Background: an optimization exercise with open tools, aiming at small area, a short achievable clock period and few clock cycles per item. Do not read the settings as production practice.
At most, simulation tests tie the RTL to the original design; equivalence was not proved.
No activity file was given, so power comes from the tool's default toggle rates.

Design iir_orde1_axis_wrapper, start of the top module:
module iir_orde1_axis_wrapper #(
    parameter integer C_S_AXI_DATA_WIDTH = 32,
    parameter integer C_S_AXI_ADDR_WIDTH = 4,
    parameter integer DATA_WIDTH         = 32   
)(
    input  wire aclk,
    input  wire aresetn,   
    input  wire [DATA_WIDTH-1:0] s_axis_tdata,
    input  wire                  s_axis_tvalid,
    output wire                  s_axis_tready,
    input  wire                  s_axis_tlast,
    output wire [DATA_WIDTH-1:0] m_axis_tdata,
    output reg                   m_axis_tvalid,
    input  wire                  m_axis_tready,
    output reg                   m_axis_tlast,
    input  wire [C_S_AXI_ADDR_WIDTH-1:0] s_axi_awaddr,
    input  wire                          s_axi_awvalid,
    output wire                          s_axi_awready,
    input  wire [C_S_AXI_DATA_WIDTH-1:0] s_axi_wdata,
    input  wire [C_S_AXI_DATA_WIDTH/8-1:0] s_axi_wstrb,
    input  wire                          s_axi_wvalid,
    output wire                          s_axi_wready,
    output wire [1:0]                    s_axi_bresp,
    output wire                          s_axi_bvalid,
    input  wire                          s_axi_bready,
    input  wire [C_S_AXI_ADDR_WIDTH-1:0] s_axi_araddr,
    input  wire                          s_axi_arvalid,
    output wire                          s_axi_arready,
    output wire [C_S_AXI_DATA_WIDTH-1:0] s_axi_rdata,
    output wire [1:0]                    s_axi_rresp,
    output wire                          s_axi_rvalid,
    input  wire                          s_axi_rready
);
Size: roughly 3700 cells after synthesis, roughly 480 flip-flops, about 160 I/O pins, ~0.036 sq mm of cells after synthesis.
export LEC_CHECK = 0
export CAP_MARGIN = 20
export CORE_MARGIN = 2
export CORE_UTILIZATION = 40
export SLEW_MARGIN = 20
create_clock -name core_clock -period 15.0 [get_ports {aclk}]
standard.sh (not shown) runs the stock make flow with config.mk's settings and CLKGATE_MAP_FILE= SYNTH_SCRIPT=/design/flow/synth_recipe.tcl, a recipe that flattens the netlist after the stock synthesis.
==> flow/flow/run.sh <==
#!/bin/bash
# The standard layout (the standard.sh, unchanged synthesis and SDC) with
# two changes to how ORFS builds it:
#  - the port buffers are plain buf_2 cells (ORFS otherwise picks a slow
#    delay-buffer cell for them); every port is still buffered;
#  - timing repair aims at a slack margin, so it works on the paths that
#    set the achieved period.
set -o pipefail
export SETUP_SLACK_MARGIN=10.5
export BUFFER_PORTS_ARGS="-inputs -outputs -buffer_cell sky130_fd_sc_hd__buf_2"
bash standard.sh > standard.log 2>&1
Then changed:
--- a/flow/design.v
+++ b/flow/design.v
@@ -1448,55 +1448,54 @@
             end
         end
     end
     wire go = ~m_axis_tvalid | m_axis_tready;
     reg        rdy;                   
     reg [1:0]  cnt;                   
-    reg [15:0] e0_d, e1_d, e2_d;
-    reg        e0_l, e1_l, e2_l;      
-    reg        e0_c, e1_c, e2_c;      
+    reg [15:0] e0_d, e1_d;
+    reg        e0_l, e1_l;            
+    reg        e0_c, e1_c;            
     reg        hc;                    
     reg        ph;                    
     reg        p_v, q_v;              
     assign s_axis_tready = rdy;
     wire accept = s_axis_tvalid & rdy;
     wire idle = (cnt == 2'd0) & ~p_v & ~q_v;
     wire adv  = go & ~(idle & ~ph);
     wire f_v = (cnt != 2'd0) & (hc == ph);
     wire pop = adv & f_v;
     wire [1:0] cnt_next = cnt - {1'b0, pop} + {accept, 1'b0};
+    wire tvalid_next = (adv & q_v & q_ch) | (m_axis_tvalid & ~m_axis_tready);
+    wire ph_next     = ph ^ adv;
+    wire hc_next     = hc ^ pop;
     wire ctrl0_next = (reg_write && s_axi_awaddr[3:2] == 2'h0) ?
                       s_axi_wdata[0] : reg_ctrl[0];
     always @(posedge aclk) begin
         if (!aresetn) begin
             rdy <= 1'b1;
             cnt <= 2'd0;
             hc  <= 1'b0;
             ph  <= 1'b0;
         end else begin
-            rdy <= ctrl0_next & (cnt_next <= 2'd1);
+            rdy <= ctrl0_next & ~tvalid_next &
+                   ((cnt_next == 2'd0) |
+                    ((cnt_next == 2'd1) & (ph_next == hc_next)));
             cnt <= cnt_next;
             if (pop)
                 hc <= ~hc;
             if (adv)
                 ph <= ~ph;
         end
     end
-    reg [17:0] v0, v1, v2, v3;
-    wire [17:0] in_l = {s_axis_tlast, reg_ctrl[1], s_axis_tdata[31:16]};
-    wire [17:0] in_r = {s_axis_tlast, reg_ctrl[1], s_axis_tdata[15:0]};
-    always @* begin
-        v0 = (cnt == 2'd0) ? in_l : {e0_l, e0_c, e0_d};
-        v1 = (cnt == 2'd0) ? in_r : (cnt == 2'd1) ? in_l : {e1_l, e1_c, e1_d};
-        v2 = (cnt == 2'd1) ? in_r : (cnt == 2'd2) ? in_l : {e2_l, e2_c, e2_d};
-        v3 = in_r;
-    end
     always @(posedge aclk) begin
-        {e0_l, e0_c, e0_d} <= pop ? v1 : v0;
-        {e1_l, e1_c, e1_d} <= pop ? v2 : v1;
-        {e2_l, e2_c, e2_d} <= pop ? v3 : v2;
+        if (accept) begin
+            {e0_l, e0_c, e0_d} <= {s_axis_tlast, reg_ctrl[1], s_axis_tdata[31:16]};
+            {e1_l, e1_c, e1_d} <= {s_axis_tlast, reg_ctrl[1], s_axis_tdata[15:0]};
+        end else if (pop) begin
+            {e0_l, e0_c, e0_d} <= {e1_l, e1_c, e1_d};
+        end
     end
     reg p_l, p_c, p_ch;               
     reg q_l, q_c, q_ch;               
     reg [31:0] out_d;
     wire [15:0] y_new;
     wire [15:0] y_left;
Result: The changed run produced a clean layout. Non-clock buffer count decreases by 8. Cell area decreases slightly. Final cell count decreases by a few percent. Total power decreases by a few percent. Wire length increases slightly. Worst hold slack degrades by 0.0063 ns. Flip-flop and latch count decreases by 18. Clock power increases by a few percent. Register-to-register slack improves by 0.02 ns. First-iteration DRC count increases slightly.
Testbench counts after the change, summed over its fixed seeds: cycles 8,320, items 4,096.
Only the layout flow was run in the first run of this note; the RTL was not checked for function there.


Setup of red:
Another version of the RTL of iir_orde1_axis_wrapper (not shown whole).
For scale: ~3,300 cells after synthesis, about 460 flip-flops, roughly 0.034 mm2 of cells after synthesis.
## iir_orde1_axis_wrapper
module iir_orde1_axis_wrapper #(
    parameter integer C_S_AXI_DATA_WIDTH = 32,
    parameter integer C_S_AXI_ADDR_WIDTH = 4,
    parameter integer DATA_WIDTH         = 32   
)(
    input  wire aclk,
    input  wire aresetn,   
    input  wire [DATA_WIDTH-1:0] s_axis_tdata,
    input  wire                  s_axis_tvalid,
    output wire                  s_axis_tready,
    input  wire                  s_axis_tlast,
    output wire [DATA_WIDTH-1:0] m_axis_tdata,
    output reg                   m_axis_tvalid,
    input  wire                  m_axis_tready,
    output reg                   m_axis_tlast,
    input  wire [C_S_AXI_ADDR_WIDTH-1:0] s_axi_awaddr,
    input  wire                          s_axi_awvalid,
    output wire                          s_axi_awready,
    input  wire [C_S_AXI_DATA_WIDTH-1:0] s_axi_wdata,
    input  wire [C_S_AXI_DATA_WIDTH/8-1:0] s_axi_wstrb,
    input  wire                          s_axi_wvalid,
    output wire                          s_axi_wready,
    output wire [1:0]                    s_axi_bresp,
    output wire                          s_axi_bvalid,
    input  wire                          s_axi_bready,
    input  wire [C_S_AXI_ADDR_WIDTH-1:0] s_axi_araddr,
    input  wire                          s_axi_arvalid,
    output wire                          s_axi_arready,
    output wire [C_S_AXI_DATA_WIDTH-1:0] s_axi_rdata,
    output wire [1:0]                    s_axi_rresp,
    output wire                          s_axi_rvalid,
    input  wire                          s_axi_rready
);
  ...
==> module iir_orde1_axis_wrapper, before the edit <==
module iir_orde1_axis_wrapper #(
    parameter integer C_S_AXI_DATA_WIDTH = 32,
    parameter integer C_S_AXI_ADDR_WIDTH = 4,
    parameter integer DATA_WIDTH         = 32   
)(
    input  wire aclk,
    input  wire aresetn,   
    input  wire [DATA_WIDTH-1:0] s_axis_tdata,
    input  wire                  s_axis_tvalid,
    output wire                  s_axis_tready,
    input  wire                  s_axis_tlast,
    output wire [DATA_WIDTH-1:0] m_axis_tdata,
    output reg                   m_axis_tvalid,
    input  wire                  m_axis_tready,
    output reg                   m_axis_tlast,
    input  wire [C_S_AXI_ADDR_WIDTH-1:0] s_axi_awaddr,
    input  wire                          s_axi_awvalid,
    output wire                          s_axi_awready,
    input  wire [C_S_AXI_DATA_WIDTH-1:0] s_axi_wdata,
    input  wire [C_S_AXI_DATA_WIDTH/8-1:0] s_axi_wstrb,
    input  wire                          s_axi_wvalid,
    output wire                          s_axi_wready,
    output wire [1:0]                    s_axi_bresp,
    output wire                          s_axi_bvalid,
    input  wire                          s_axi_bready,
    input  wire [C_S_AXI_ADDR_WIDTH-1:0] s_axi_araddr,
    input  wire                          s_axi_arvalid,
    output wire                          s_axi_arready,
    output wire [C_S_AXI_DATA_WIDTH-1:0] s_axi_rdata,
    output wire [1:0]                    s_axi_rresp,
    output wire                          s_axi_rvalid,
    input  wire                          s_axi_rready
);
    reg [C_S_AXI_DATA_WIDTH-1:0] reg_ctrl;
    reg [C_S_AXI_DATA_WIDTH-1:0] reg_a0;
    reg [C_S_AXI_DATA_WIDTH-1:0] reg_a1;
    reg [C_S_AXI_DATA_WIDTH-1:0] reg_b1;
    reg axi_awready;
    reg axi_wready;
    reg axi_bvalid;
    reg axi_arready;
    reg [C_S_AXI_DATA_WIDTH-1:0] axi_rdata;
    reg axi_rvalid;
    reg aw_en;   
    assign s_axi_awready = axi_awready;
    assign s_axi_wready  = axi_wready;
    assign s_axi_bresp   = 2'b00;   
    assign s_axi_bvalid  = axi_bvalid;
    assign s_axi_arready = axi_arready;
    assign s_axi_rdata   = axi_rdata;
    assign s_axi_rresp   = 2'b00;   
    assign s_axi_rvalid  = axi_rvalid;
    wire reg_write = axi_awready && s_axi_awvalid &&
                     axi_wready  && s_axi_wvalid && ~axi_bvalid;
    always @(posedge aclk) begin
        if (!aresetn) begin
            axi_awready <= 1'b0;
            axi_wready  <= 1'b0;
            axi_bvalid  <= 1'b0;
            aw_en       <= 1'b1;
            reg_ctrl    <= 32'h0000_0001;  
            reg_a0      <= 32'd0;
            reg_a1      <= 32'd0;
            reg_b1      <= 32'd0;
        end else begin
            if (~axi_awready && s_axi_awvalid && aw_en) begin
                axi_awready <= 1'b1;
                aw_en       <= 1'b0;
            end else begin
                axi_awready <= 1'b0;
            end
            if (~axi_wready && s_axi_wvalid) begin
                axi_wready <= 1'b1;
            end else begin
                axi_wready <= 1'b0;
            end
            if (reg_write) begin
                axi_bvalid <= 1'b1;
                case (s_axi_awaddr[3:2])
                    2'h0: reg_ctrl <= s_axi_wdata;
                    2'h1: reg_a0   <= s_axi_wdata;
                    2'h2: reg_a1   <= s_axi_wdata;
                    2'h3: reg_b1   <= s_axi_wdata;
                    default: ;
                endcase
            end else if (s_axi_bready && axi_bvalid) begin
                axi_bvalid <= 1'b0;
                aw_en      <= 1'b1;
            end
        end
    end
    always @(posedge aclk) begin
        if (!aresetn) begin
            axi_arready <= 1'b0;
            axi_rvalid  <= 1'b0;
        end else begin
            if (~axi_arready && s_axi_arvalid)
                axi_arready <= 1'b1;
            else
                axi_arready <= 1'b0;
            if (axi_arready && s_axi_arvalid && ~axi_rvalid)
                axi_rvalid <= 1'b1;
            else if (axi_rvalid && s_axi_rready)
                axi_rvalid <= 1'b0;
        end
    end
    always @(posedge aclk) begin
        if (~axi_rvalid) begin
            case (s_axi_araddr[3:2])
                2'h0: axi_rdata <= reg_ctrl;
                2'h1: axi_rdata <= reg_a0;
                2'h2: axi_rdata <= reg_a1;
                default: axi_rdata <= reg_b1;
            endcase
        end
    end
    wire go = ~m_axis_tvalid | m_axis_tready;
    reg        rdy;                   
    reg [1:0]  cnt;                   
    reg [15:0] e0_d, e1_d;
    reg        e_l;                   
    reg        e_c;                   
    reg        hc;                    
    reg        ph;                    
    reg        p_v, q_v;              
    assign s_axis_tready = rdy;
    wire accept = s_axis_tvalid & rdy;
    wire idle = (cnt == 2'd0) & ~p_v & ~q_v;
    wire adv  = go & ~(idle & ~ph);
    wire f_v = (cnt != 2'd0) & (hc == ph);
    wire pop = adv & f_v;
    wire [1:0] cnt_next = cnt - {1'b0, pop} + {accept, 1'b0};
    wire tvalid_next = (adv & q_v & q_ch) | (m_axis_tvalid & ~m_axis_tready);
    wire ph_next     = ph ^ adv;
    wire hc_next     = hc ^ pop;
    wire ctrl0_next = (reg_write && s_axi_awaddr[3:2] == 2'h0) ?
                      s_axi_wdata[0] : reg_ctrl[0];
    always @(posedge aclk) begin
        if (!aresetn) begin
            rdy <= 1'b1;
            cnt <= 2'd0;
            hc  <= 1'b0;
            ph  <= 1'b0;
        end else begin
            rdy <= ctrl0_next & ~tvalid_next &
                   ((cnt_next == 2'd0) |
                    ((cnt_next == 2'd1) & (ph_next == hc_next)));
            cnt <= cnt_next;
            if (pop)
                hc <= ~hc;
            if (adv)
                ph <= ~ph;
        end
    end
    always @(posedge aclk) begin
        if (accept) begin
            e_l  <= s_axis_tlast;
            e_c  <= reg_ctrl[1];
            e0_d <= s_axis_tdata[31:16];
            e1_d <= s_axis_tdata[15:0];
        end else if (pop) begin
            e0_d <= e1_d;
        end
    end
    reg p_l, p_c;                     
    reg q_l, q_c;                     
    wire q_ch = ph;
    reg [31:0] out_d;
    wire [15:0] y_new;
    wire [15:0] y_left;
    always @(posedge aclk) begin
        if (!aresetn) begin
            p_v           <= 1'b0;
            q_v           <= 1'b0;
            m_axis_tvalid <= 1'b0;
        end else begin
            if (adv) begin
                p_v <= f_v;
                q_v <= p_v;
            end
            if (adv & q_v & q_ch)
                m_axis_tvalid <= 1'b1;
            else if (m_axis_tready)
                m_axis_tvalid <= 1'b0;
        end
    end
    always @(posedge aclk) begin
        if (adv) begin
            p_l  <= e_l;
            p_c  <= e_c;
            q_l  <= p_l;
            q_c  <= p_c;
        end
        if (adv & q_v & q_ch) begin
            out_d        <= {y_left, y_new};
            m_axis_tlast <= q_l;
        end
    end
    assign m_axis_tdata = out_d;
    iir_orde1_core core (
        .clk   (aclk),
        .rst   (~aresetn),
        .go    (adv),
        .fv    (f_v),
        .fclr  (e_c),
        .lbv   (q_v),
        .lbclr (q_c),
        .x_in  (e0_d),
        .a0    (reg_a0[15:0]),
        .a1    (reg_a1[15:0]),
        .b1    (reg_b1[15:0]),
        .y_new (y_new),
        .ya    (y_left)
    );
endmodule
==> flow/config.mk <==
export PLATFORM = sky130hd
export DESIGN_NAME = iir_orde1_axis_wrapper
export DESIGN_NICKNAME = iir_orde1_axis_wrapper
export VERILOG_FILES = /design/flow/design.v
export SDC_FILE = /design/flow/constraint.sdc
export NUM_CORES = 4
export LEC_CHECK = 0
export CAP_MARGIN = 20
export CORE_MARGIN = 2
export CORE_UTILIZATION = 40
export SLEW_MARGIN = 20
==> flow/constraint.sdc <==
create_clock -name core_clock -period 15.0 [get_ports {aclk}]
set_input_delay 3.0000 -clock core_clock [delete_from_list [all_inputs] [get_ports {aclk}]]
set_output_delay 3.0000 -clock core_clock [all_outputs]
set_load 0.01 [all_outputs]
Scripts as last shown in full above: flow/flow/run.sh
> inputs changed (red -> blue)
--- a/flow/design.v
+++ b/flow/design.v
@@ -1451,12 +1451,12 @@
     end
     wire go = ~m_axis_tvalid | m_axis_tready;
     reg        rdy;                   
     reg [1:0]  cnt;                   
     reg [15:0] e0_d, e1_d;
-    reg        e_l;                   
-    reg        e_c;                   
+    reg        e0_l, e1_l;            
+    reg        e0_c, e1_c;            
     reg        hc;                    
     reg        ph;                    
     reg        p_v, q_v;              
     assign s_axis_tready = rdy;
     wire accept = s_axis_tvalid & rdy;
@@ -1487,21 +1487,18 @@
                 ph <= ~ph;
         end
     end
     always @(posedge aclk) begin
         if (accept) begin
-            e_l  <= s_axis_tlast;
-            e_c  <= reg_ctrl[1];
-            e0_d <= s_axis_tdata[31:16];
-            e1_d <= s_axis_tdata[15:0];
+            {e0_l, e0_c, e0_d} <= {s_axis_tlast, reg_ctrl[1], s_axis_tdata[31:16]};
+            {e1_l, e1_c, e1_d} <= {s_axis_tlast, reg_ctrl[1], s_axis_tdata[15:0]};
         end else if (pop) begin
-            e0_d <= e1_d;
+            {e0_l, e0_c, e0_d} <= {e1_l, e1_c, e1_d};
         end
     end
-    reg p_l, p_c;                     
-    reg q_l, q_c;                     
-    wire q_ch = ph;
+    reg p_l, p_c, p_ch;               
+    reg q_l, q_c, q_ch;               
     reg [31:0] out_d;
     wire [15:0] y_new;
     wire [15:0] y_left;
     always @(posedge aclk) begin
         if (!aresetn) begin
@@ -1519,14 +1516,16 @@
                 m_axis_tvalid <= 1'b0;
         end
     end
     always @(posedge aclk) begin
         if (adv) begin
-            p_l  <= e_l;
-            p_c  <= e_c;
+            p_l  <= e0_l;
+            p_c  <= e0_c;
+            p_ch <= hc;
             q_l  <= p_l;
             q_c  <= p_c;
+            q_ch <= p_ch;
         end
         if (adv & q_v & q_ch) begin
             out_d        <= {y_left, y_new};
             m_axis_tlast <= q_l;
         end
@@ -1535,11 +1534,11 @@
     iir_orde1_core core (
         .clk   (aclk),
         .rst   (~aresetn),
         .go    (adv),
         .fv    (f_v),
-        .fclr  (e_c),
+        .fclr  (e0_c),
         .lbv   (q_v),
         .lbclr (q_c),
         .x_in  (e0_d),
         .a0    (reg_a0[15:0]),
         .a1    (reg_a1[15:0]),
blue vs red: combinational power up in blue. The chip height in blue sits about 0.4% above the value recorded for red. Of blue and red, the run reporting the lower maximum frequency was red. Row net count of the finished layout: blue higher / red lower. Going from red to blue, worst reg-to-reg path cell count saw a decrease; worst setup slack saw an increase. In the reports for blue and red, the smaller proportion of total power due to net switching belongs to red.
Testbench counts of blue, summed over its fixed seeds: cycles 8,320, items 4,096.
No functional check of the RTL was part of red.

## separate check: timing with driven ports
Ports are ideal in the flow. The routed layouts listed here were re-timed in OpenROAD. Step 1 sets driving cells, clkbuf_16 on the clock port and buf_2 on the other inputs (assumed; they add their load-dependent delay and slew). Step 2 moves the port delays by t, midway between the first and last clock arrival at a register: inputs arrive t later, outputs are due t later. That takes back most of the time a late clock gives input paths. Slacks: ideal ports / drivers / drivers and shift; pairs: ideal ports / drivers.
run | t, ns | setup WS [ns] | worst setup path at the end | clock arrival spread, ns | cell pins on the clock port's net
the first run of note 1 | 0.691 | 10.540 / 10.540 / 10.004 | input to register | 0.059 / 0.059 | 1
the second run of note 1 | 0.683 | 10.556 / 10.556 / 10.012 | input to register | 0.063 / 0.063 | 1
red | 0.667 | 10.491 / 10.491 / 9.973 | input to register | 0.023 / 0.022 | 1
blue | 0.677 | 10.565 / 10.565 / 10.032 | input to register | 0.065 / 0.065 | 1
After both steps every run listed still meets setup and hold. For the second run of note 1, which loses most, drivers alone change the setup slack by 0.000 ns; drivers and shift together by -0.544 ns.
